Background: an optimization exercise with open tools, aiming at small area, a short achievable clock period and few clock cycles. Do not read the settings as production practice.
RTL that was checked went through simulation tests only; none was proved equivalent to the original.
Only the layout flow was run in runs 4, 5 and 7; the RTL was not checked for function there.

==> flow/design.v (outline; a module is shown in full before it is edited, if it fits) <==
// module fadd_comb: 67 lines
// module FP_Multiplier: 42 lines
// module mul24_dadda: 976 lines
// module FP_DivCheck: 22 lines
// module FPU: 77 lines
module FPU
	#(
		parameter PRECISION = 32
	) (
		input [PRECISION-1:0] A,
		input [PRECISION-1:0] B,
		input Clk,
		input Reset,
		input [1:0] Operation,
		output [PRECISION-1:0] Result,
		output Done
	);
  // ...
==> flow/flow/run.sh <==
#!/bin/bash
# Standard ORFS layout (the standard.sh, unchanged synthesis), with
# repair_timing asked to leave a larger setup margin than the default so the
# resizer works on the critical paths although the 40 ns clock is met.
set -euo pipefail
cd "$(dirname "$0")/.."
bash standard.sh SETUP_SLACK_MARGIN=30.8 finish > standard_flow.log 2>&1
==> flow/standard.sh <==
#!/bin/bash
# synth_recipe.tcl (not shown) runs the flow's synth.tcl, then flattens the netlist and writes it again
# the make line also repeats each setting of config.mk as NAME=value (left out here)
make -C /OpenROAD-flow-scripts/flow DESIGN_CONFIG=/design/flow/config.mk WORK_HOME=/design/flow/orfs CLKGATE_MAP_FILE= SYNTH_SCRIPT=/design/flow/synth_recipe.tcl "${@:-finish}"
==> flow/config.mk <==
export PLATFORM = sky130hd
export DESIGN_NAME = FPU
export DESIGN_NICKNAME = FPU
export VERILOG_FILES = /design/flow/design.v
export SDC_FILE = /design/flow/constraint.sdc
export NUM_CORES = 4
export LEC_CHECK = 0
export ABC_AREA = 1
export CAP_MARGIN = 20
export CORE_MARGIN = 2
export CORE_UTILIZATION = 40
export SLEW_MARGIN = 20
==> flow/constraint.sdc <==
create_clock -name core_clock -period 40.0 [get_ports {Clk}]
set_input_delay 8.0000 -clock core_clock [delete_from_list [all_inputs] [get_ports {Clk}]]
set_output_delay 8.0000 -clock core_clock [all_outputs]
set_load 0.01 [all_outputs]
==> key figures, run 1 <==
Cells and area
  – Footprint of the multi-input gates: 27800 um2
  – Final std cells w/o fill: 6490
  – Most common cell after layout, fill and taps aside: nand2_1
  – Sequential cell area share: 10.22%
  – Synth-to-layout area growth: 17.95%
  – Most frequent cells in the layout: nand2_1, inv_1, xor2_1, nand3_1, nor2_1

Yosys
  – Register area share after synthesis: 12.03%
  – Most common cell in the synthesized netlist: nand2_1
  – Area leader, netlist: fa_1
  – Synth Area in XOR/XNOR: 9.866%
  – Synth cell types: 68
  – Post-synth ARST share: 0%

Floorplanning
  – Die height: 297.8 um

Clock network
  – H-Tree Depth: 4
  – CTS Hold Bufs: 0
  – Clock transition at path regs: 0.07 ns

Drt
  – DRT iter0 DRCs: 4854
  – DR pass1 iterations: 9
  – Met3 WL post-DR: 18.51 mm
  – Drt total wl: 155.9 mm

Worst setup path
  – Setup CP Type: flip-flop to output pin
  – Crit path launch type: flip-flop
  – Reg2reg end: sF
  – Delay-heaviest family, CP: flip-flops
  – Critical path's largest stage delay: 0.45 ns

Timing
  – Finish-stage setup viols: 0
  – Max-slew violations: 0
  – RSZ-0062 raised after global routing: yes
  – Rel. slew slack: 20.87%

Global route
  – Number of global-route vias before repair: 36493
  – Antenna violations before repair: 1
  – Tot GR Track Use: 33.59%

Worst hold path
  – Hold EP: negY

Placement
  – Area after DPL: 36540 um2
  – Port bufs: 100
  – Placed cells: 6234
  – Worst slack, placed: 27.72 ns

Outcome
  – Status: complete, no violations
Testbench counts, summed over its fixed seeds: cycles 81,175.
==> run 2, diff against run 1 <==
--- a/flow/config.mk
+++ b/flow/config.mk
@@ -10,3 +10,4 @@
 export CORE_MARGIN = 2
 export CORE_UTILIZATION = 40
+export GPL_ROUTABILITY_DRIVEN = 0
 export SLEW_MARGIN = 20
==> key figures, run 2 <==
Outcome
  – Status: complete, no violations

Clock network
  – Inserted Clock Buffers: 17
  – Clock buffer depth: 2
  – CTS Hold Bufs: 0 (unchanged)
  – Clk Latency, worst-skew pair: 0.45 ns
  – Clock sink count: 141
  – H-Tree Depth: 4 (unchanged)
  – Root Driver: clkbuf_16
  – CTS tree: yes
  – Clock transition at path regs: 0.07 ns (about the same)

Yosys
  – Top cells by area, synth: fa_1, nand2_1, edfxtp_1
  – Share of the synthesized area in the top cell type: 14.84%
  – Area leader, netlist: fa_1
  – Most common cell in the synthesized netlist: nand2_1
  – Post-synth ARST share: 0% (unchanged)
  – Synth cell types: 68 (unchanged)
  – YS warnings: 2
  – Net count after synthesis: 5719
  – Post-synth EDFFs: 133
  – Mapped Area: 34530 um2
  – Mean post-synth cell area: 6.681 um2
  – Dominant synthesized flop cell: edfxtp_1
  – Register area share after synthesis: 12.03% (unchanged)
  – FF+latch count, synth: 141
  – Cells after Synth: 5169
  – Most instantiated cells after synthesis: nand2_1, inv_1, xor2_1

Worst hold path
  – Worst min-delay path class: flip-flop to flip-flop
  – Hold Path Depth: 2
  – Hold EP: D
  – HP Start: D

Drt
  – Via density: 5.978
  – DRT iter0 DRCs: 5335 (+9.9%)
  – Post-route ant nets: 0
  – Remaining DRCs: 0
  – Vias: 38539
  – Wire length per cell after detailed routing: 23.47 um
  – Drt total wl: 151.3 mm (-2.9%)
  – DR pass1 iterations: 7 (-2)

Floorplanning
  – Die area: 88700 um2
  – Die height: 297.8 um (unchanged)
  – Core box area: 85410 um2
  – Die X: 297.8 um
  – Row cnt: 107
  – I/O pin count: 101
  – Starting Density: 40.43%

Placement
  – Port bufs: 100 (unchanged)
  – Placed cells: 6231 (-0.048%)
  – Area after DPL: 36520 um2 (about the same)
  – HPWL Detailed: 113.4 mm
  – Worst slack, placed: 27.75 ns (+0.03540 ns)

Global route
  – First-pass GRT wire length: 222.8 mm
  – Grt total ovfl: 0
  – Largest net degree at the start of global routing: 77
  – Tot GR Track Use: 32.65% (-0.93 points)
  – Antenna violations before repair: 3 (+2)
  – Number of global-route vias before repair: 36306 (-0.51%)

Timing
  – Period minus WS final: 9.250 ns
  – Final hold vios: 0
  – Max Fclk: 108.1 MHz
  – Worst Clk Skew: 0.01417 ns
  – Max-slew violations: 0 (unchanged)
  – RSZ-0062 raised after global routing: yes
  – Sum Neg Setup Slack: 0 ns
  – Fin crit share: 23.12%
  – Worst setup margin: 30.75 ns
  – Rel. slew slack: 22.04% (+1.2 points)
  – Worst-Margin Slew: 1.168 ns
  – Finish-stage setup viols: 0 (unchanged)
  – Hold Slack: 0.5418 ns

Cells and area
  – Synth-to-layout area growth: 16.09%
  – Fill cell count: 8945
  – Final std cells w/o fill: 6447 (-0.66%)
  – Fin area: 40090 um2
  – Final layout net count: 5838
  – Layout cells sized above 1: 11.90%
  – Most common cell after layout, fill and taps aside: nand2_1
  – Most frequent cells in the layout: nand2_1, inv_1, xor2_1, nand3_1, nor2_1
  – Util after Layout: 46.94%

Worst setup path
  – Crit path launch type: flip-flop
  – Req. time, crit path: 32.00 ns
  – Buf+Inv Stages, Crit Path: 1
  – Reg-to-reg slack, setup: 31.05 ns
  – Critical-path top delay cell: edfxtp_1
  – Critical path's largest stage delay: 0.58 ns (+0.13 ns)
  – CP arrival: 1.25 ns
  – Crit Reg-Reg Startpoint: sT
  – Critical Path Stages: 1
  – Crit Path Max Fanout: 3
  – Critical path endpoint category: output pin
  – CP Cell Sequence: buf_2
  – Delay-heaviest family, CP: flip-flops
  – Worst Reg-to-Reg Cells: 47
  – Reg2reg end: sF
  – Setup CP Type: flip-flop to output pin

Job
  – Max-cap violations: 0
==> run 2: cell counts after synthesis <==
No cell type changed its count.
==> run 2: area by class of cell <==
cell class / instances / area [um2] / share of cell area (%)
timing repair inverter: 13 / 86.33 / 0.2153
antenna: 2 / 5.005 / 0.01248
tap: 1144 / 1431 / 3.570
multi-input combinational: 3958 / 27490 / 68.56
sequential: 141 / 4161 / 10.38
clock buffer: 17 / 425.4 / 1.061
clock inverter: 15 / 163.9 / 0.4088
timing repair buffer: 346 / 3122 / 7.787
inverter: 811 / 3209 / 8.005
==> run 2: cells by family (layout without fill, tap and decap cells) <==
kind of cell               Yosys count  in the layout  share of synthesized area [%]
and+or+nand+nor                   2018           2024                          25.04
buffers and inverters             1076           1202                          12.01
AOI/OAI and AO/OA                 1059           1059                          17.91
adders and majority gates          483            483                          23.06
xor gates and xnor gates           389            389                          9.866
DFF                                141            141                          12.03
muxes                                3              3                        0.08696
other                                0              2                              0
==> run 2: worst max-delay path by stage <==
stage / start / end / slack, ns
global route: sT / sS / 30.72
global placement: rOp[1] / X[30] / 28.08
finish: X[6] / Result[6] / 30.75
floorplan: Reset / Y[0] / 30.86
CTS: X[12] / Result[12] / 30.79
detailed placement: rOp[1] / Y[23] / 27.75
==> run 2: what timing repair did <==
item,4_1_cts,5_1_grt
cloned,16,10
pin swaps,15,46
buffers inserted,64,92
setup endpoints to repair,132,107
resized for setup,272,270
==> run 2: worst register-to-register path: cells and delay by family (launching register included) <==
kind / cells / cell delay [ns]
and+or+nand+nor: 23 / 2.65
adders and majority gates: 6 / 2.59
buffers and inverters: 12 / 2.07
AOI/OAI and AO/OA: 6 / 1.21
DFF: 1 / 0.37
==> run 2: metal layers <==
layer | wire (um) | GRT usage [%] | vias up
met5 | 16 | 0 | -
met4 | 8596 | 14.88 | 4
met3 | 18960 | 7.730 | 483
met2 | 63800 | 49.51 | 2565
met1 | 59950 | 43.94 | 18166
li1 | - | - | 17321
==> run 3, diff against run 2 <==
--- a/flow/flow/run.sh
+++ b/flow/flow/run.sh
@@ -5,3 +5,3 @@
 set -euo pipefail
 cd "$(dirname "$0")/.."
-bash standard.sh SETUP_SLACK_MARGIN=30.8 finish > standard_flow.log 2>&1
+bash standard.sh SETUP_SLACK_MARGIN=30.6 finish > standard_flow.log 2>&1
--- a/flow/config.mk
+++ b/flow/config.mk
@@ -10,4 +10,3 @@
 export CORE_MARGIN = 2
 export CORE_UTILIZATION = 40
-export GPL_ROUTABILITY_DRIVEN = 0
 export SLEW_MARGIN = 20
==> key figures, run 3 <==
Worst setup path
  – Critical path's largest stage delay: 0.56 ns (-0.02 ns)
  – Critical path endpoint category: output pin
  – Crit Path Max Fanout: 2 (-1)
  – Req. time, crit path: 32.00 ns (about the same)
  – Setup CP Type: flip-flop to output pin
  – Delay-heaviest family, CP: flip-flops
  – Crit path launch type: flip-flop
  – CP arrival: 1.38 ns (+0.13 ns)
  – CP Cell Sequence: dlygate4sd2_1
  – Buf+Inv Stages, Crit Path: 1 (unchanged)
  – Critical-path top delay cell: edfxtp_1

Cells and area
  – Most common cell after layout, fill and taps aside: nand2_1
  – Synth-to-layout area growth: 16.01% (about the same)
  – Most frequent cells in the layout: nand2_1, inv_1, xor2_1, nand3_1, nor2_1
  – Final layout net count: 5829 (-0.15%)
  – Fill cell count: 8965 (+0.22%)
  – Reg area: 4161 um2 (unchanged)
  – Footprint of the multi-input gates: 27380 um2 (-0.38%)
  – Layout cells sized above 1: 11.13% (-0.77 points)

Yosys
  – Dominant synthesized flop cell: edfxtp_1
  – Area leader, netlist: fa_1
  – Register area share after synthesis: 12.03% (unchanged)
  – Mapped Area: 34530 um2 (unchanged)
  – Synth cell types: 68 (unchanged)
  – Post-synth ARST share: 0% (unchanged)
  – FF+latch count, synth: 141 (unchanged)
  – Mean post-synth cell area: 6.681 um2 (unchanged)
  – Most instantiated cells after synthesis: nand2_1, inv_1, xor2_1
  – Net count after synthesis: 5719 (unchanged)
  – YS warnings: 2 (unchanged)
  – Cells after Synth: 5169 (unchanged)
  – Most common cell in the synthesized netlist: nand2_1
  – Top cells by area, synth: fa_1, nand2_1, edfxtp_1
  – Post-synth EDFFs: 133 (unchanged)
  – Share of the synthesized area in the top cell type: 14.84% (unchanged)

Clock network
  – H-Tree Depth: 4 (unchanged)
  – CTS tree: yes
  – Clk Latency, worst-skew pair: 0.46 ns (about the same)
  – Clock transition at path regs: 0.07 ns (about the same)
  – Root Driver: clkbuf_16
  – Inserted Clock Buffers: 17 (unchanged)
  – Clock sink count: 141 (unchanged)
  – Clock buffer depth: 2 (unchanged)

Placement
  – HPWL Detailed: 116.3 mm (+2.5%)
  – Port bufs: 100 (unchanged)
  – Placer Congestion: 1.028

Drt
  – Via density: 5.992 (+0.23%)
  – Post-route ant nets: 0 (unchanged)
  – DR pass1 iterations: 9 (+2)
  – Vias: 38581 (+0.11%)
  – Wire length per cell after detailed routing: 24.16 um (+2.9%)
  – DRT iter0 DRCs: 4975 (-6.7%)
  – Remaining DRCs: 0 (unchanged)
  – Drt total wl: 155.6 mm (+2.8%)

Floorplanning
  – I/O pin count: 101 (unchanged)
  – Row cnt: 107 (unchanged)
  – Core box area: 85410 um2 (unchanged)
  – Starting Density: 40.43% (unchanged)
  – Die height: 297.8 um (unchanged)
  – Die area: 88700 um2 (unchanged)
  – Die X: 297.8 um (unchanged)

Global route
  – Grt total ovfl: 0 (unchanged)
  – Tot GR Track Use: 33.40% (+0.75 points)
  – Largest net degree at the start of global routing: 78 (+1.3%)
  – Antenna violations before repair: 7 (+4)
  – First-pass GRT wire length: 226.0 mm (+1.4%)
  – Number of global-route vias before repair: 36123 (-0.50%)

Timing
  – RSZ-0062 raised after global routing: no
  – Final hold vios: 0 (unchanged)
  – Worst Clk Skew: 0.01421 ns (+0.00004500 ns)
  – Rel. slew slack: 29.29% (+7.3 points)
  – Worst-Margin Slew: 1.047 ns (-0.1211 ns)
  – Max Fclk: 106.6 MHz (-1.4%)
  – Fin crit share: 23.45% (+0.32 points)
  – Period minus WS final: 9.378 ns (+0.1290 ns)
  – Sum Neg Setup Slack: 0 ns (unchanged)
  – Hold Slack: 0.4410 ns (-0.1008 ns)
  – Max-slew violations: 0 (unchanged)
  – Finish-stage setup viols: 0 (unchanged)

Outcome
  – Status: complete, no violations

Job
  – Max-cap violations: 0 (unchanged)

Worst hold path
  – Worst min-delay path class: flip-flop to flip-flop
==> run 3: cell count changes in the layout (fill, tap and decap cells not counted), moves of 7 or more <==
cell,change
a21oi_2,+8
a21oi_4,-7
buf_2,-22
buf_4,-7
dlygate4sd2_1,+31
ha_1,+7
ha_4,-10
o21ai_4,+9
==> run 3: cell type report <==
class	instances	share of cell area, %
flip-flops and latches	141	10.39
clock inverters	15	0.4278
inverters	811	8.017
well taps	1144	3.573
repair inverters	8	0.1468
repair buffers	342	8.026
diodes	3	0.01874
clock buffers	17	1.062
multi-input cells	3958	68.34
==> run 3: cells by family (layout without fill, tap and decap cells) <==
family                     Yosys count  after routing  synth area share [%]
muxes                                3              3               0.08696
and+or+nand+nor                   2018           2024                 25.04
other                                0              3                     0
adders and majority gates          483            483                 23.06
buffers and inverters             1076           1193                 12.01
DFF                                141            141                 12.03
AOI/OAI and AO/OA                 1059           1059                 17.91
xor gates and xnor gates           389            389                 9.866
==> run 3: path summary, 6_finish.rpt <==
path / slack [ns] / startpoint / endpoint / cells past startpoint
setup / recovery: 30.62 / X[3] / Result[3] / 1
hold / removal: 0.44 / sT / negY / 0
setup reg to reg: 30.90 / sStart / sS / 47
hold reg to reg: 0.44 / sT / negY / 0
==> run 3: routing by layer <==
metal	routed length [um]	GRT usage, %
met3	19610	8.692
met2	65330	50.86
met1	62070	44.64
met4	8502	14.23
met5	37	0
==> run 3: per-stage QoR <==
| step | cell area [um2] | util [%] | cells | setup slack [ns] |
|---|---|---|---|---|
| global placement | 36560 | 42.80 | 6237 | 28.52 |
| detailed placement | 36560 | 42.80 | 6237 | 28.29 |
| global route | 40060 | 46.90 | 6436 | 30.50 |
| finish | 40060 | 46.91 | 6439 | 30.62 |
| CTS | 37970 | 44.45 | 6325 | 30.60 |
| floorplan | 34540 | - | 5169 | 30.70 |
==> run 3: worst reg2reg max path, delay by kind of cell, from the launching register on <==
kind / cells / cell delay (ns)
AND/OR/NAND/NOR: 23 / 3.05
adder cells (fa/ha/maj): 6 / 2.74
buffers and inverters: 12 / 1.84
AO/OA/AOI/OAI: 6 / 0.93
flip-flops: 1 / 0.41
==> run 3: repair_timing <==
action / 4_1_cts / 5_1_grt
resized for setup: 151 / 306
pin swaps: 6 / 45
gates cloned: 8 / 20
hold buffers: 0 / 0
buffers inserted: 48 / 91
endpoints found under the setup margin: 99 / 69
==> module fadd_comb, before the edit <==
module fadd_comb (
	input  [31:0] inA,
	input  [31:0] inB,
	input         op,
	output reg [31:0] out
);
	wire       sA = inA[31];
	wire [7:0] eA = inA[30:23];
	wire [23:0] mA = {1'b1, inA[22:0]};
	wire       sB = inB[31] ^ op;
	wire [7:0] eB = inB[30:23];
	wire [23:0] mB = {1'b1, inB[22:0]};
	wire eGt = eA > eB;
	wire eEq = eA == eB;
	wire Aisbig = eGt | (eEq & (mA > mB));
	wire diffSign = sA ^ sB;
	wire [7:0] dAB = eA - eB;
	wire [7:0] dBA = eB - eA;
	wire sBig = Aisbig ? sA : sB;
	wire [7:0] eBig = Aisbig ? eA : eB;
	wire [23:0] mBig = Aisbig ? mA : mB;
	wire [23:0] mSmall = Aisbig ? mB : mA;
	wire [7:0] d = Aisbig ? dAB : dBA;
	wire [23:0] mAl = mSmall >> d[4:0];
	wire [24:0] sum = {1'b0, mBig} + {1'b0, mAl};
	wire [23:0] dif = mBig - mAl;
	reg [4:0] lz;
	integer i;
	always @(*) begin
		lz = 5'd24;
		for (i = 0; i < 24; i = i + 1)
			if (dif[i]) lz = 5'd23 - i[4:0];
	end
	wire [23:0] difN = dif << lz;
	always @(*) begin
		if ((eA == 8'hff && inA[22]) || (eB == 8'hff && inB[22]))
			out = 32'h7fffffff;
		else if (eA == 8'hff && inA[22:0] == 23'd0) begin
			if (eB == 8'hff && inB[22:0] == 23'd0 && diffSign)
				out = 32'h7fffffff;
			else
				out = {sA, 8'hff, 23'd0};
		end
		else if (eB == 8'hff)
			out = {sB, 8'hff, 23'd0};
		else if (eA == 8'd0 && inA[22:0] == 23'd0)
			out = {sB, eB, inB[22:0]};
		else if (eB == 8'd0 && inB[22:0] == 23'd0)
			out = {sA, eA, inA[22:0]};
		else if (d > 8'd23)
			out = {sBig, eBig, mBig[22:0]};
		else if (diffSign) begin
			if (dif == 24'd0 || eBig < {3'd0, lz})
				out = {sBig, 8'd0, 23'd0};
			else
				out = {sBig, eBig - {3'd0, lz}, difN[22:0]};
		end
		else begin
			if (eBig == 8'hfe)
				out = {sBig, 8'hff, 23'd0};
			else if (sum[24])
				out = {sBig, eBig + 8'd1, sum[23:1]};
			else
				out = {sBig, eBig, sum[22:0]};
		end
	end
endmodule
==> run 4, diff against run 3 <==
--- a/flow/design.v
+++ b/flow/design.v
@@ -23,6 +23,7 @@
 	wire [7:0] d = Aisbig ? dAB : dBA;
 	wire [23:0] mAl = mSmall >> d[4:0];
-	wire [24:0] sum = {1'b0, mBig} + {1'b0, mAl};
-	wire [23:0] dif = mBig - mAl;
+	wire [24:0] sd = {1'b0, mBig} + {1'b0, mAl ^ {24{diffSign}}} + {24'd0, diffSign};
+	wire [24:0] sum = sd;
+	wire [23:0] dif = sd[23:0];
 	reg [4:0] lz;
 	integer i;
--- a/flow/flow/run.sh
+++ b/flow/flow/run.sh
@@ -5,3 +5,3 @@
 set -euo pipefail
 cd "$(dirname "$0")/.."
-bash standard.sh SETUP_SLACK_MARGIN=30.6 finish > standard_flow.log 2>&1
+bash standard.sh SETUP_SLACK_MARGIN=31 finish > standard_flow.log 2>&1
==> key figures, run 4 <==
Outcome
  – Status: complete, no violations

Drt
  – Wire length per cell after detailed routing: 25.53 um (+5.7%)
  – Remaining DRCs: 0 (unchanged)
  – Vias: 38085 (-1.3%)
  – Drt total wl: 158.0 mm (+1.5%)
  – DR pass1 iterations: 8 (-1)
  – Via density: 6.155 (+2.7%)
  – DRT iter0 DRCs: 5459 (+9.7%)
  – Post-route ant nets: 0 (unchanged)

Global route
  – Largest net degree at the start of global routing: 78 (unchanged)
  – Grt total ovfl: 0 (unchanged)
  – Antenna violations before repair: 1 (-6)
  – First-pass GRT wire length: 223.4 mm (-1.1%)
  – Number of global-route vias before repair: 35242 (-2.4%)
  – Tot GR Track Use: 34.79% (+1.4 points)

Placement
  – Worst slack, placed: 27.69 ns (-0.5964 ns)
  – Port bufs: 100 (unchanged)
  – HPWL Detailed: 108.9 mm (-6.4%)
  – Placer Congestion: 1.041 (+1.3%)

Timing
  – RSZ-0062 raised after global routing: yes
  – Worst-Margin Slew: 1.161 ns (+0.1141 ns)
  – Worst setup margin: 30.76 ns (+0.1339 ns)
  – Fin crit share: 23.11% (-0.33 points)
  – Period minus WS final: 9.245 ns (-0.1339 ns)
  – Worst Clk Skew: 0.01866 ns (+0.004442 ns)
  – Rel. slew slack: 21.89% (-7.4 points)
  – Max-slew violations: 0 (unchanged)
  – Max Fclk: 108.2 MHz (+1.4%)
  – Sum Neg Setup Slack: 0 ns (unchanged)
  – Final hold vios: 0 (unchanged)
  – Finish-stage setup viols: 0 (unchanged)

Worst setup path
  – Setup CP Type: flip-flop to output pin
  – CP arrival: 1.24 ns (-0.14 ns)
  – CP Cell Sequence: buf_2
  – Req. time, crit path: 32.00 ns (about the same)
  – Crit path launch type: flip-flop
  – Critical path's largest stage delay: 0.56 ns (about the same)
  – Buf+Inv Stages, Crit Path: 1 (unchanged)
  – Delay-heaviest family, CP: flip-flops
  – Critical-path top delay cell: edfxtp_1
  – Critical path endpoint category: output pin
  – Crit Path Max Fanout: 2 (unchanged)

Floorplanning
  – Die X: 291.1 um (-2.3%)
  – Die area: 84720 um2 (-4.5%)
  – Row cnt: 105 (-1.9%)
  – Die height: 291.1 um (-2.3%)
  – Core box area: 81850 um2 (-4.2%)
  – I/O pin count: 101 (unchanged)
  – Starting Density: 40.28% (-0.16 points)

Clock network
  – Clock buffer depth: 2 (unchanged)
  – Inserted Clock Buffers: 17 (unchanged)
  – H-Tree Depth: 4 (unchanged)
  – Clk Latency, worst-skew pair: 0.47 ns (about the same)
  – CTS tree: yes
  – Clock sink count: 141 (unchanged)
  – Clock transition at path regs: 0.07 ns (about the same)
  – Root Driver: clkbuf_16

Yosys
  – Mapped Area: 32960 um2 (-4.5%)
  – Top cells by area, synth: fa_1, edfxtp_1, nand2_1
  – YS warnings: 2 (unchanged)
  – Post-synth ARST share: 0% (unchanged)
  – Post-synth EDFFs: 133 (unchanged)
  – Most instantiated cells after synthesis: nand2_1, inv_1, xor2_1
  – Share of the synthesized area in the top cell type: 15.55% (+0.71 points)
  – FF+latch count, synth: 141 (unchanged)
  – Area leader, netlist: fa_1
  – Dominant synthesized flop cell: edfxtp_1
  – Mean post-synth cell area: 6.925 um2 (+3.7%)
  – Synth cell types: 71 (+4.4%)
  – Register area share after synthesis: 12.60% (+0.57 points)
  – Net count after synthesis: 5286 (-7.6%)
  – Most common cell in the synthesized netlist: nand2_1
  – Cells after Synth: 4760 (-7.9%)

Cells and area
  – Fill cell count: 7879 (-12%)
  – Most common cell after layout, fill and taps aside: nand2_1
  – Layout cells sized above 1: 22.14% (+11 points)
  – Reg area: 4163 um2 (about the same)
  – Footprint of the multi-input gates: 27960 um2 (+2.1%)
  – Antenna diodes: 0 (-3)
  – Synth-to-layout area growth: 29.09%
  – Most frequent cells in the layout: nand2_1, inv_1, xor2_1, buf_4, nand3_1
  – Final layout net count: 5631 (-3.4%)
  – Util after Layout: 51.99% (+5.1 points)

Worst hold path
  – Worst min-delay path class: flip-flop to flip-flop

Job
  – Max-cap violations: 0 (unchanged)
-- run 4: cell types whose count changed after synthesis, sizes merged, moves of 8 or more --
cell,before,now
nand2,1095,959
inv,806,687
nor2,349,272
o21ai,336,271
o211ai,35,66
ha,226,202
nand4,73,49
buf,75,61
o21a,11,24
a21oi,278,266
xor2,364,376
nor3,61,52
xnor2,25,34
o21bai,15,7
-- run 4: cell type report --
type                    instances  area share, %
flip-flops and latches        141          9.782
inverters                     696          6.616
well taps                    1070          3.146
clock buffers                  17         0.9997
repair inverters               12         0.1941
multi-input cells            3683          65.69
repair buffers                554          13.20
clock inverters                15         0.3646
-- run 4: timing repair --
action | CTS | global route
hold buffers | 0 | 0
gates cloned | 36 | 18
setup endpoints to repair | 179 | 131
setup buffers | 172 | 166
gates resized for setup | 565 | 459
pin swaps | 82 | 236
-- run 4: logic make-up after synthesis --
family | synth area share, %
XOR/XNOR | 10.94
adder cells (fa/ha/maj) | 23.24
buffers and inverters | 11.16
AND/OR/NAND/NOR | 23.26
multiplexers | 0.06073
AO/OA/AOI/OAI | 18.73
flip-flops | 12.60
-- run 4: path summary, 6_finish.rpt --
kind,startpoint,to,slack [ns],depth (start not counted)
min reg2reg,sT,negY,0.55,1
min,sT,negY,0.55,1
max,X[5],Result[5],30.76,1
max reg2reg,rOp[1],Y[6],30.79,60
-- run 4: metal layers --
layer / wire length, um / GRT usage (%) / part of all wire [%] / up-vias
met5: 13 / 0 / 0.0082 / -
met4: 8344 / 13.86 / 5.3 / 2
met3: 21820 / 10.06 / 14 / 547
met2: 66480 / 51.89 / 42 / 2667
met1: 61300 / 47.12 / 39 / 18204
li1: - / - / - / 16665
-- run 4: through the flow --
step / std cells / hold WS [ns] / cell area (um2)
floorplan: 4760 / 0.4089 / 33000
global route: 6188 / 0.5529 / 42550
finish: 6188 / 0.5463 / 42550
CTS: 6004 / 0.5305 / 39000
detailed placement: 5764 / 0.4708 / 35010
global placement: 5764 / 0.4763 / 35010
==> run 5, diff against run 4 <==
--- a/flow/flow/run.sh
+++ b/flow/flow/run.sh
@@ -5,3 +5,3 @@
 set -euo pipefail
 cd "$(dirname "$0")/.."
-bash standard.sh SETUP_SLACK_MARGIN=31 finish > standard_flow.log 2>&1
+bash standard.sh SETUP_SLACK_MARGIN=30.8 finish > standard_flow.log 2>&1
==> key figures, run 5 <==
Yosys
  – Post-synth ARST share: 0% (unchanged)
  – Mean post-synth cell area: 6.925 um2 (unchanged)
  – FF+latch count, synth: 141 (unchanged)
  – Most instantiated cells after synthesis: nand2_1, inv_1, xor2_1
  – Mapped Area: 32960 um2 (unchanged)
  – Most common cell in the synthesized netlist: nand2_1
  – Post-synth EDFFs: 133 (unchanged)
  – YS warnings: 2 (unchanged)
  – Net count after synthesis: 5286 (unchanged)
  – Share of the synthesized area in the top cell type: 15.55% (unchanged)
  – Area leader, netlist: fa_1
  – Register area share after synthesis: 12.60% (unchanged)
  – Synth cell types: 71 (unchanged)
  – Dominant synthesized flop cell: edfxtp_1
  – Cells after Synth: 4760 (unchanged)
  – Top cells by area, synth: fa_1, edfxtp_1, nand2_1

Clock network
  – Clock sink count: 141 (unchanged)
  – CTS Hold Bufs: 0 (unchanged)
  – Inserted Clock Buffers: 17 (unchanged)
  – Clk Latency, worst-skew pair: 0.46 ns (about the same)
  – H-Tree Depth: 4 (unchanged)
  – Clock buffer depth: 2 (unchanged)
  – Clock transition at path regs: 0.08 ns (about the same)
  – Root Driver: clkbuf_16
  – CTS tree: yes

Drt
  – Remaining DRCs: 0 (unchanged)
  – Wire length per cell after detailed routing: 25.81 um (+1.1%)
  – Post-route ant nets: 0 (unchanged)
  – DRT iter0 DRCs: 5343 (-2.1%)
  – Vias: 37507 (-1.5%)
  – DR pass1 iterations: 7 (-1)
  – Drt total wl: 158.3 mm (+0.24%)
  – Via density: 6.113 (-0.68%)

Worst setup path
  – Crit Path Max Fanout: 11 (+9)
  – Crit path top cell by count: nand2_2
  – Worst Reg-to-Reg Cells: 69 (+15%)
  – Critical-path top delay cell: edfxtp_1
  – Setup CP Type: flip-flop to flip-flop
  – Crit path launch type: flip-flop
  – Reg2reg end: X[4]
  – Reg-to-reg slack, setup: 30.64 ns (-0.15 ns)
  – Critical path's largest stage delay: 0.44 ns (-0.12 ns)
  – Critical path endpoint category: flip-flop
  – Crit Reg-Reg Startpoint: rOp[1]
  – CP arrival: 9.68 ns (+8.44 ns)
  – Req. time, crit path: 40.32 ns (+8.32 ns)

Worst hold path
  – Worst min-delay path class: flip-flop to flip-flop
  – HP Start: sA0
  – Hold Path Depth: 2 (+1)
  – Hold EP: sT

Floorplanning
  – Die height: 291.1 um (unchanged)
  – Die X: 291.1 um (unchanged)
  – Core box area: 81850 um2 (unchanged)
  – I/O pin count: 101 (unchanged)
  – Starting Density: 40.28% (unchanged)
  – Die area: 84720 um2 (unchanged)
  – Row cnt: 105 (unchanged)

Global route
  – Grt total ovfl: 0 (unchanged)
  – Antenna violations before repair: 7 (+6)
  – First-pass GRT wire length: 224.3 mm (+0.42%)
  – Number of global-route vias before repair: 34718 (-1.5%)
  – Tot GR Track Use: 34.96% (+0.16 points)
  – Largest net degree at the start of global routing: 76 (-2.6%)

Timing
  – Worst Clk Skew: 0.02443 ns (+0.005780 ns)
  – Max Fclk: 106.8 MHz (-1.2%)
  – RSZ-0062 raised after global routing: yes
  – Finish-stage setup viols: 0 (unchanged)
  – Max-slew violations: 0 (unchanged)
  – Final hold vios: 0 (unchanged)
  – Period minus WS final: 9.360 ns (+0.1150 ns)
  – Fin crit share: 23.40% (+0.29 points)
  – Rel. slew slack: 18.48% (-3.4 points)
  – Worst-Margin Slew: 1.212 ns (+0.05065 ns)
  – Sum Neg Setup Slack: 0 ns (unchanged)

Placement
  – Placer Congestion: 1.038 (-0.21%)
  – Port bufs: 100 (unchanged)
  – HPWL Detailed: 111.9 mm (+2.8%)
  – Area after DPL: 35000 um2 (about the same)

Cells and area
  – Synth-to-layout area growth: 25.86%
  – Fin area: 41490 um2 (-2.5%)
  – Most common cell after layout, fill and taps aside: nand2_1
  – Most frequent cells in the layout: nand2_1, inv_1, xor2_1, buf_4, nand3_1
  – Util after Layout: 50.69% (-1.3 points)
  – Final layout net count: 5578 (-0.94%)
  – Layout cells sized above 1: 20.67% (-1.5 points)

Job
  – Max-cap violations: 0 (unchanged)

Outcome
  – Status: complete, no violations
[run 5: cell counts after synthesis]
Identical to the previous run, type by type.
[run 5: critical path, delay by kind of cell (launching register included)]
| kind | cells | cell delay, ns |
|---|---|---|
| simple gates | 43 | 4.35 |
| compound gates | 10 | 1.49 |
| buf+inv | 12 | 1.67 |
| xor+xnor | 1 | 0.18 |
| fa+ha+maj | 3 | 1.03 |
| flops | 1 | 0.44 |
[run 5: logic make-up after synthesis]
logic type / after synthesis / share of synthesized area [%]
and+or+nand+nor: 1769 / 23.26
AOI/OAI and AO/OA: 1030 / 18.73
buffers and inverters: 949 / 11.16
adders and majority gates: 459 / 23.24
xor gates and xnor gates: 410 / 10.94
DFF: 141 / 12.60
muxes: 2 / 0.06073
[run 5: area by class of cell]
type / count / area, um2
well taps: 1070 / 1339
diodes: 1 / 2.502
clock buffers: 18 / 429.2
flip-flops and latches: 141 / 4167
repair inverters: 10 / 58.81
repair buffers: 500 / 4717
fillers: 7995 / 40360
multi-input cells: 3686 / 27850
inverters: 696 / 2781
clock inverters: 14 / 148.9
[run 5: metrics by stage]
| stage | std cells | setup WS, ns | hold WS (ns) |
|---|---|---|---|
| 6_report | 6136 | 30.64 | 0.5767 |
| 5_1_grt | 6136 | 30.16 | 0.5935 |
| 4_1_cts | 5962 | 30.77 | 0.5810 |
| 3_5_place_dp | 5764 | 27.38 | 0.4650 |
| 3_3_place_gp | 5764 | 27.53 | 0.4503 |
| 2_1_floorplan | 4760 | 30.81 | 0.4089 |
[run 5: how the worst max path moves through the flow]
stage	start	to	slack, ns	cells after the start
2_1_floorplan	sStart	sX	30.81	46
3_3_place_gp	rOp[1]	X[30]	27.53	68
3_5_place_dp	rOp[1]	X[10]	27.38	67
4_1_cts	X[16]	Result[16]	30.77	1
5_1_grt	rOp[1]	Y[3]	30.16	76
6_report	rOp[1]	X[4]	30.64	69
[run 5: timing repair]
action,CTS,global route
endpoints found under the setup margin,132,80
pin swaps,78,213
setup buffers,142,156
gates cloned,24,17
gates resized for setup,423,484
[run 5: routing by layer]
layer	vias to the layer above	global-route usage [%]	wire [um]
met5	-	0	32
met4	6	13.42	7872
met3	484	9.269	21300
met1	17877	48.15	62580
met2	2590	52.02	66550
li1	16550	-	-
==> run 6, diff against run 5 <==
--- a/flow/design.v
+++ b/flow/design.v
@@ -23,7 +23,6 @@
 	wire [7:0] d = Aisbig ? dAB : dBA;
 	wire [23:0] mAl = mSmall >> d[4:0];
-	wire [24:0] sd = {1'b0, mBig} + {1'b0, mAl ^ {24{diffSign}}} + {24'd0, diffSign};
-	wire [24:0] sum = sd;
-	wire [23:0] dif = sd[23:0];
+	wire [24:0] sum = {1'b0, mBig} + {1'b0, mAl};
+	wire [23:0] dif = mBig - mAl;
 	reg [4:0] lz;
 	integer i;
==> flow/run.sh (new file) <==
#!/bin/bash
# synth_recipe.tcl (not shown) runs the flow's synth.tcl, then flattens the netlist and writes it again
# the make line also repeats each setting of config.mk as NAME=value (left out here)
make -C /OpenROAD-flow-scripts/flow DESIGN_CONFIG=/design/flow/config.mk WORK_HOME=/design/flow/orfs CLKGATE_MAP_FILE= SYNTH_SCRIPT=/design/flow/synth_recipe.tcl finish
removed: flow/flow/run.sh
removed: flow/standard.sh
==> key figures, run 6 <==
Cells and area
  – Antenna diodes: 0 (-1)
  – Final layout net count: 5658 (+1.4%)
  – Most common cell after layout, fill and taps aside: nand2_1
  – Final std cells w/o fill: 6265 (+2.1%)
  – Layout cells sized above 1: 4.179% (-16 points)
  – Synth-to-layout area growth: 7.496%
  – Most frequent cells in the layout: nand2_1, inv_1, xor2_1, nand3_1, nor2_1

Clock network
  – Clock transition at path regs: 0.07 ns (about the same)
  – Clock buffer depth: 2 (unchanged)
  – Inserted Clock Buffers: 17 (unchanged)
  – CTS tree: yes
  – H-Tree Depth: 4 (unchanged)
  – Post-CTS resize count: 0 (-100%)
  – Root Driver: clkbuf_16
  – CTS Hold Bufs: 0 (unchanged)
  – Setup Fix Bufs, Post-CTS: 0 (-100%)
  – Clk Latency, worst-skew pair: 0.46 ns (about the same)
  – Clock sink count: 141 (unchanged)

Yosys
  – Post-synth ARST share: 0% (unchanged)
  – Largest family of logic cells by synthesized area: simple AND/OR/NAND/NOR gates
  – Synth cell types: 68 (-4.2%)
  – Area fraction in compound gates after synthesis: 17.91% (-0.82 points)
  – Top cells by area, synth: fa_1, nand2_1, edfxtp_1
  – FF+latch count, synth: 141 (unchanged)
  – Adder-Cell Fraction of Synth Area: 23.06% (-0.19 points)
  – Cells after Synth: 5169 (+8.6%)
  – Mapped Area: 34530 um2 (+4.8%)
  – Share of the synthesized area in the top cell type: 14.84% (-0.71 points)
  – YS warnings: 2 (unchanged)
  – Dominant synthesized flop cell: edfxtp_1
  – Net count after synthesis: 5719 (+8.2%)
  – Most instantiated cells after synthesis: nand2_1, inv_1, xor2_1
  – Post-Synth Simple-Gate Area: 25.04% (+1.8 points)
  – Post-synth EDFFs: 133 (unchanged)
  – Register area share after synthesis: 12.03% (-0.57 points)
  – Mean post-synth cell area: 6.681 um2 (-3.5%)
  – Synth Area in XOR/XNOR: 9.866% (-1.1 points)
  – Most common cell in the synthesized netlist: nand2_1
  – Area leader, netlist: fa_1
  – Mux contribution to synthesized area: 0.08695% (+0.026 points)

Drt
  – Post-route ant nets: 0 (unchanged)
  – DRT iter0 DRCs: 4613 (-14%)
  – Via density: 5.932 (-2.9%)
  – Vias: 37166 (-0.91%)
  – DR pass1 iterations: 9 (+2)
  – Remaining DRCs: 0 (unchanged)
  – Drt total wl: 148.9 mm (-6.0%)
  – Wire length per cell after detailed routing: 23.76 um (-7.9%)

Timing
  – Period minus WS final: 12.06 ns (+2.698 ns)
  – Finish-stage setup viols: 0 (unchanged)
  – Worst-Margin Slew: 1.200 ns (-0.01141 ns)
  – Rel. slew slack: 19.14% (+0.66 points)
  – Worst Clk Skew: 0.01538 ns (-0.009052 ns)
  – Fin crit share: 30.14% (+6.7 points)
  – RSZ-0062 raised after global routing: no
  – Sum Neg Setup Slack: 0 ns (unchanged)
  – Max-slew violations: 0 (unchanged)
  – Final hold vios: 0 (unchanged)
  – Max Fclk: 82.93 MHz (-22%)

Worst setup path
  – Crit path top cell by count: nand2_1
  – Critical-path top delay cell: buf_4
  – Crit path launch type: flip-flop
  – Req. time, crit path: 40.29 ns (-0.03 ns)
  – Critical path endpoint category: flip-flop
  – Critical path's largest stage delay: 0.63 ns (+0.19 ns)
  – CP arrival: 12.35 ns (+2.67 ns)
  – Crit Path Max Fanout: 70 (+59)
  – Setup CP Type: flip-flop to flip-flop

Worst hold path
  – Worst min-delay path class: flip-flop to flip-flop

Global route
  – Number of global-route vias before repair: 35496 (+2.2%)
  – Antenna violations before repair: 1 (-6)
  – Grt total ovfl: 0 (unchanged)
  – Largest net degree at the start of global routing: 71 (-6.6%)
  – First-pass GRT wire length: 223.1 mm (-0.55%)
  – Tot GR Track Use: 32.89% (-2.1 points)

Floorplanning
  – Die height: 297.8 um (+2.3%)
  – Starting Density: 40.43% (+0.16 points)
  – Core box area: 85410 um2 (+4.4%)
  – Die X: 297.8 um (+2.3%)
  – Row cnt: 107 (+1.9%)
  – I/O pin count: 101 (unchanged)
  – Die area: 88700 um2 (+4.7%)

Placement
  – Placer Congestion: 0.9940 (-4.3%)
  – HPWL Detailed: 117.5 mm (+5.0%)
  – Port bufs: 100 (unchanged)
  – Placed cells: 6232 (+8.1%)

Job
  – Max-cap violations: 0 (unchanged)

Outcome
  – Status: complete, no violations
run 6: cell types whose count changed after synthesis, moves of 13 or more:
cell and change:
nand2_1 +144, inv_1 +107, o21a_1 -13, o211ai_1 -27, nand4_1 +23, ha_1 +24, o21ai_0 +53, nor2_1 +78
run 6: stage by stage:
| stage | util, % | cell area (um2) | hold WS [ns] | worst slack (ns) |
|---|---|---|---|---|
| after floorplan | - | 34530 | 0.3258 | 30.39 |
| after global placement | 42.76 | 36520 | 0.5053 | 28.26 |
| after detailed placement | 42.76 | 36520 | 0.5024 | 28.01 |
| after CTS | 43.44 | 37100 | 0.5093 | 27.95 |
| after global routing | 43.46 | 37120 | 0.5301 | 26.74 |
| final | 43.46 | 37120 | 0.5118 | 27.94 |
run 6: final timing paths:
check | slack, ns | from | end | cells after the start
max reg2reg | 27.94 | rOp[1] | Y[8] | 52
min | 0.51 | sT | negY | 0
max | 27.94 | rOp[1] | Y[8] | 52
min reg2reg | 0.51 | sT | negY | 0
run 6: cell families (layout without fill, tap and decap cells):
kind of cell | count (synthesis) | in the layout
AOI/OAI and AO/OA | 1059 | 1059
xor gates and xnor gates | 389 | 389
adders and majority gates | 483 | 483
buffers and inverters | 1076 | 1028
DFF | 141 | 141
muxes | 3 | 3
and+or+nand+nor | 2018 | 2018
run 6: layout make-up:
cell class                      instances  area [um2]
Fill cell                            9210       48290
Tap cell                             1144        1431
Timing Repair Buffer                  185        1649
Sequential cell                       141        4154
Multi-Input combinational cell       3952       26260
Clock inverter                         15       152.6
Inverter                              811        3047
Clock buffer                           17       425.4
run 6: critical path, delay by kind of cell (launching register included):
family	cells	cell delay [ns]
adder cells (fa/ha/maj)	3	0.96
flip-flops	1	0.32
buffers and inverters	9	2.03
AO/OA/AOI/OAI	12	2.64
AND/OR/NAND/NOR	28	5.89
run 6: layer usage:
layer / GRT usage [%] / wire [um]
met3: 7.744 / 17200
met5: 0 / 0
met1: 45.16 / 61820
met2: 49.36 / 62470
met4: 13.82 / 7354
Testbench counts of run 6, summed over its fixed seeds: cycles 81,175.
==> run 7, diff against run 6 <==
--- a/flow/design.v
+++ b/flow/design.v
@@ -3,5 +3,5 @@
 	input  [31:0] inB,
 	input         op,
-	output reg [31:0] out
+	output [31:0] out
 );
 	wire       sA = inA[31];
@@ -11,18 +11,62 @@
 	wire [7:0] eB = inB[30:23];
 	wire [23:0] mB = {1'b1, inB[22:0]};
-	wire eGt = eA > eB;
-	wire eEq = eA == eB;
-	wire Aisbig = eGt | (eEq & (mA > mB));
 	wire diffSign = sA ^ sB;
-	wire [7:0] dAB = eA - eB;
+	wire [8:0] dAB9 = {1'b0, eA} - {1'b0, eB};
 	wire [7:0] dBA = eB - eA;
-	wire sBig = Aisbig ? sA : sB;
-	wire [7:0] eBig = Aisbig ? eA : eB;
-	wire [23:0] mBig = Aisbig ? mA : mB;
-	wire [23:0] mSmall = Aisbig ? mB : mA;
-	wire [7:0] d = Aisbig ? dAB : dBA;
-	wire [23:0] mAl = mSmall >> d[4:0];
-	wire [24:0] sum = {1'b0, mBig} + {1'b0, mAl};
-	wire [23:0] dif = mBig - mAl;
+	wire eALt = dAB9[8];                
+	wire eEq = (eA == eB);
+	wire [7:0] d = eALt ? dBA : dAB9[7:0];
+	wire neglect = (d > 8'd23);
+	wire A_qnan = (eA == 8'hff) & inA[22];
+	wire B_qnan = (eB == 8'hff) & inB[22];
+	wire A_inf = (eA == 8'hff) & (inA[22:0] == 23'd0);
+	wire B_ff = (eB == 8'hff);
+	wire B_inf = B_ff & (inB[22:0] == 23'd0);
+	wire A_zero = (eA == 8'd0) & (inA[22:0] == 23'd0);
+	wire B_zero = (eB == 8'd0) & (inB[22:0] == 23'd0);
+	reg [31:0] special;
+	reg isSpecial;
+	always @(*) begin
+		isSpecial = 1'b1;
+		if (A_qnan | B_qnan)
+			special = 32'h7fffffff;
+		else if (A_inf)
+			special = (B_inf & diffSign) ? 32'h7fffffff : {sA, 8'hff, 23'd0};
+		else if (B_ff)
+			special = {sB, 8'hff, 23'd0};
+		else if (A_zero)
+			special = {sB, eB, inB[22:0]};
+		else if (B_zero)
+			special = {sA, eA, inA[22:0]};
+		else begin
+			special = 32'd0;
+			isSpecial = 1'b0;
+		end
+	end
+	wire        fS = eALt ? sB : sA;
+	wire [7:0]  fE = eALt ? eB : eA;
+	wire [23:0] fBig = eALt ? mB : mA;
+	wire [23:0] fSmall = eALt ? mA : mB;
+	wire [23:0] fAl = fSmall >> d[4:0];
+	wire [24:0] fSum = {1'b0, fBig} + {1'b0, fAl};
+	wire [23:0] fDif = fBig - fAl;
+	reg [31:0] far;
+	always @(*) begin
+		if (diffSign)
+			far = fDif[23] ? {fS, fE, fDif[22:0]} : {fS, fE - 8'd1, fDif[21:0], 1'b0};
+		else if (fE == 8'hfe)
+			far = {fS, 8'hff, 23'd0};
+		else if (fSum[24])
+			far = {fS, fE + 8'd1, fSum[23:1]};
+		else
+			far = {fS, fE, fSum[22:0]};
+	end
+	wire [23:0] nP = eALt ? mB : mA;
+	wire [23:0] nQ = eEq ? mB : (eALt ? {1'b0, mA[23:1]} : {1'b0, mB[23:1]});
+	wire [24:0] nR1 = {1'b0, nP} - {1'b0, nQ};
+	wire [23:0] nR2 = mB - mA;
+	wire useR2 = eEq & (nR1[24] | (nR1[23:0] == 24'd0));
+	wire [23:0] nDif = useR2 ? nR2 : nR1[23:0];
+	wire nS = eEq ? (useR2 ? sB : sA) : fS;
 	reg [4:0] lz;
 	integer i;
@@ -30,39 +74,13 @@
 		lz = 5'd24;
 		for (i = 0; i < 24; i = i + 1)
-			if (dif[i]) lz = 5'd23 - i[4:0];
-	end
-	wire [23:0] difN = dif << lz;
-	always @(*) begin
-		if ((eA == 8'hff && inA[22]) || (eB == 8'hff && inB[22]))
-			out = 32'h7fffffff;
-		else if (eA == 8'hff && inA[22:0] == 23'd0) begin
-			if (eB == 8'hff && inB[22:0] == 23'd0 && diffSign)
-				out = 32'h7fffffff;
-			else
-				out = {sA, 8'hff, 23'd0};
-		end
-		else if (eB == 8'hff)
-			out = {sB, 8'hff, 23'd0};
-		else if (eA == 8'd0 && inA[22:0] == 23'd0)
-			out = {sB, eB, inB[22:0]};
-		else if (eB == 8'd0 && inB[22:0] == 23'd0)
-			out = {sA, eA, inA[22:0]};
-		else if (d > 8'd23)
-			out = {sBig, eBig, mBig[22:0]};
-		else if (diffSign) begin
-			if (dif == 24'd0 || eBig < {3'd0, lz})
-				out = {sBig, 8'd0, 23'd0};
-			else
-				out = {sBig, eBig - {3'd0, lz}, difN[22:0]};
-		end
-		else begin
-			if (eBig == 8'hfe)
-				out = {sBig, 8'hff, 23'd0};
-			else if (sum[24])
-				out = {sBig, eBig + 8'd1, sum[23:1]};
-			else
-				out = {sBig, eBig, sum[22:0]};
-		end
+			if (nDif[i]) lz = 5'd23 - i[4:0];
 	end
+	wire [23:0] nNorm = nDif << lz;
+	wire nZero = (nDif == 24'd0) | (fE < {3'd0, lz});
+	wire [31:0] near = nZero ? {nS, 31'd0} : {nS, fE - {3'd0, lz}, nNorm[22:0]};
+	wire useNear = diffSign & (d[7:1] == 7'd0);
+	assign out = isSpecial ? special :
+	             neglect ? (eALt ? {sB, eB, inB[22:0]} : {sA, eA, inA[22:0]}) :
+	             useNear ? near : far;
 endmodule
 module FP_Multiplier (
==> flow/flow/run.sh (new file) <==
#!/bin/bash
# Standard ORFS layout (the standard.sh, unchanged synthesis), with
# repair_timing asked to leave a larger setup margin than the default so the
# resizer works on the critical paths although the 40 ns clock is met.
set -euo pipefail
cd "$(dirname "$0")/.."
bash standard.sh SETUP_SLACK_MARGIN=30.8 finish > standard_flow.log 2>&1
==> flow/standard.sh (new file) <==
#!/bin/bash
# synth_recipe.tcl (not shown) runs the flow's synth.tcl, then flattens the netlist and writes it again
# the make line also repeats each setting of config.mk as NAME=value (left out here)
make -C /OpenROAD-flow-scripts/flow DESIGN_CONFIG=/design/flow/config.mk WORK_HOME=/design/flow/orfs CLKGATE_MAP_FILE= SYNTH_SCRIPT=/design/flow/synth_recipe.tcl "${@:-finish}"
removed: flow/run.sh
==> key figures, run 7 <==
Worst setup path
  – Req. time, crit path: 32.00 ns (-8.29 ns)
  – Reg2reg end: sX
  – Critical path's largest stage delay: 0.57 ns (-0.06 ns)
  – Critical-path top delay cell: edfxtp_1
  – CP arrival: 1.24 ns (-11.11 ns)
  – Crit Path Max Fanout: 3 (-96%)
  – Buf+Inv Stages, Crit Path: 1 (-8)
  – Critical path endpoint category: output pin
  – Setup CP Type: flip-flop to output pin
  – CP Cell Sequence: buf_6
  – Delay-heaviest family, CP: flip-flops
  – Crit path launch type: flip-flop
  – Worst Reg-to-Reg Cells: 47 (-9.6%)
  – Crit Reg-Reg Startpoint: sT
  – Reg-to-reg slack, setup: 31.03 ns (+3.09 ns)

Floorplanning
  – I/O pin count: 101 (unchanged)
  – Die X: 303.9 um (+2.0%)
  – Row cnt: 109 (+1.9%)
  – Die area: 92350 um2 (+4.1%)
  – Core box area: 88780 um2 (+3.9%)
  – Die height: 303.9 um (+2.0%)
  – Starting Density: 40.52% (+0.086 points)

Job
  – Max-cap violations: 0 (unchanged)

Clock network
  – CTS tree: yes
  – Clk Latency, worst-skew pair: 0.46 ns (about the same)
  – Clock buffer depth: 2 (unchanged)
  – Root Driver: clkbuf_16
  – Clock sink count: 141 (unchanged)
  – CTS Hold Bufs: 0 (unchanged)
  – H-Tree Depth: 4 (unchanged)
  – Clock transition at path regs: 0.07 ns (about the same)
  – Inserted Clock Buffers: 17 (unchanged)

Placement
  – HPWL Detailed: 131.1 mm (+12%)
  – Placer Congestion: 1.036 (+4.2%)
  – Port bufs: 100 (unchanged)

Timing
  – Max-slew violations: 0 (unchanged)
  – Sum Neg Setup Slack: 0 ns (unchanged)
  – RSZ-0062 raised after global routing: yes
  – Worst Clk Skew: 0.01122 ns (-0.004159 ns)
  – Final hold vios: 0 (unchanged)
  – Worst-Margin Slew: 1.080 ns (-0.1198 ns)
  – Period minus WS final: 9.243 ns (-2.815 ns)
  – Max Fclk: 108.2 MHz (+30%)
  – Finish-stage setup viols: 0 (unchanged)
  – Fin crit share: 23.11% (-7.0 points)
  – Rel. slew slack: 27.49% (+8.4 points)

Yosys
  – Register area share after synthesis: 11.55% (-0.48 points)
  – Mapped Area: 35970 um2 (+4.2%)
  – Top cells by area, synth: fa_1, edfxtp_1, nand2_1
  – Most instantiated cells after synthesis: nand2_1, inv_1, xor2_1
  – Cells after Synth: 5270 (+2.0%)
  – Mean post-synth cell area: 6.826 um2 (+2.2%)
  – Share of the synthesized area in the top cell type: 14.36% (-0.48 points)
  – Net count after synthesis: 5844 (+2.2%)
  – YS warnings: 2 (unchanged)
  – Dominant synthesized flop cell: edfxtp_1
  – Post-synth ARST share: 0% (unchanged)
  – FF+latch count, synth: 141 (unchanged)
  – Most common cell in the synthesized netlist: nand2_1
  – Post-synth EDFFs: 133 (unchanged)
  – Area leader, netlist: fa_1
  – Synth cell types: 78 (+15%)

Outcome
  – Status: complete, no violations

Cells and area
  – Most common cell after layout, fill and taps aside: nand2_1
  – Synth-to-layout area growth: 19.66%
  – Util after Layout: 48.48% (+5.0 points)
  – Antenna diodes: 0 (unchanged)
  – Most frequent cells in the layout: nand2_1, inv_1, xor2_1, a21oi_1, o22ai_1
  – Final layout net count: 6051 (+6.9%)
  – Layout cells sized above 1: 15.45% (+11 points)
  – Fill cell count: 9053 (-1.7%)

Drt
  – Vias: 40621 (+9.3%)
  – Wire length per cell after detailed routing: 26.31 um (+11%)
  – Drt total wl: 175.1 mm (+18%)
  – Post-route ant nets: 0 (unchanged)
  – DRT iter0 DRCs: 5186 (+12%)
  – Via density: 6.104 (+2.9%)
  – Remaining DRCs: 0 (unchanged)
  – DR pass1 iterations: 9 (unchanged)

Worst hold path
  – Worst min-delay path class: flip-flop to flip-flop
  – Hold Path Depth: 1 (+1)
  – HP Start: sX
  – Hold EP: iter[0]

Global route
  – First-pass GRT wire length: 250.6 mm (+12%)
  – Antenna violations before repair: 4 (+3)
  – Tot GR Track Use: 35.95% (+3.1 points)
  – Number of global-route vias before repair: 38236 (+7.7%)
  – Largest net degree at the start of global routing: 60 (-15%)
  – Grt total ovfl: 0 (unchanged)
==> run 7: logic make-up (layout without fill, tap and decap cells) <==
kind of cell | Yosys count | count (layout) | synth area share, %
AND/OR/NAND/NOR | 1826 | 1831 | 21.88
multiplexers | 8 | 8 | 0.2226
flip-flops | 141 | 141 | 11.55
AO/OA/AOI/OAI | 1278 | 1278 | 21.10
XOR/XNOR | 440 | 440 | 10.71
adder cells (fa/ha/maj) | 507 | 507 | 23.01
buffers and inverters | 1070 | 1285 | 11.52
==> run 7: through the flow <==
stage	instances	hold WS, ns	area, um2	setup slack, ns
after floorplan	5270	0.3507	35980	30.84
after global placement	6374	0.4818	38140	27.65
after detailed placement	6375	0.4994	38150	27.51
after CTS	6524	0.4459	40550	30.78
after global routing	6655	0.5357	43050	30.67
final	6655	0.5221	43050	30.76
==> run 7: cell type report <==
type	count	area (um2)	area share (%)
Timing Repair Buffer	433	4028	9.357
Clock buffer	18	429.2	0.9970
Multi-Input combinational cell	4064	29480	68.49
Inverter	809	3256	7.563
Clock inverter	14	151.4	0.3517
Sequential cell	141	4161	9.668
Tap cell	1165	1458	3.386
Timing Repair inverter	11	82.58	0.1918
==> run 7: worst max-delay path by stage <==
| stage | from | end | slack (ns) | depth (start not counted) |
|---|---|---|---|---|
| final | X[12] | Result[12] | 30.76 | 1 |
| after global placement | rOp[1] | X[1] | 27.65 | 62 |
| after CTS | sT | sF | 30.78 | 51 |
| after floorplan | Reset | Y[0] | 30.84 | 3 |
| after global routing | rOp[1] | X[25] | 30.67 | 74 |
| after detailed placement | rOp[1] | X[1] | 27.51 | 64 |
==> run 7: layer usage <==
layer | track usage (%) | up-vias | wire [um]
met5 | 0 | - | 0
met1 | 44.49 | 19223 | 65010
li1 | - | 18142 | -
met3 | 6.755 | 630 | 17940
met2 | 56.93 | 2626 | 77630
met4 | 24.39 | 0 | 14490
==> run 7: what timing repair did <==
item | 4_1_cts | 5_1_grt
pin swaps | 51 | 105
setup endpoints to repair | 171 | 75
resized for setup | 393 | 362
setup buffers | 102 | 117
gates cloned | 15 | 14

-- separate check: timing with driven ports --
The results above use ideal ports. As a check the final layouts listed here were re-extracted and re-timed, cells and wires unchanged. Step 1 assumes that a clkbuf_16 drives the clock port and a buf_2 every other input. Step 2 times the ports against the registers' clock, not the clock port: input delays grow and output delays shrink by t, the midpoint of the rising clock arrivals with the driver on. Three values: ideal ports, drivers, drivers and shift; two values: the first two.
run | shift t [ns] | slack for setup (ns) | slew at the worst register clock pin (ns) | worst data-port slew with drivers (ns) | cell pins on the clock port's net
run 1 | 0.512 | 30.754 / 30.697 / 30.342 | 0.07 / 0.07 | 0.07 | 1
run 2 | 0.503 | 30.751 / 30.695 / 30.382 | 0.07 / 0.07 | 0.08 | 1
run 3 | 0.512 | 30.621 / 30.565 / 30.239 | 0.07 / 0.07 | 0.05 | 1
run 4 | 0.512 | 30.755 / 30.706 / 30.522 | 0.07 / 0.07 | 0.05 | 1
run 5 | 0.501 | 30.640 / 30.640 / 30.396 | 0.08 / 0.08 | 0.05 | 1
run 6 | 0.514 | 27.942 / 27.942 / 27.942 | 0.08 / 0.08 | 0.05 | 1
run 7 | 0.510 | 30.757 / 30.706 / 30.334 | 0.07 / 0.07 | 0.04 | 1
After both steps every run listed still meets setup and hold. The setup slack of run 7, which loses most, moves by -0.051 ns with the drivers and by -0.423 ns with both steps.
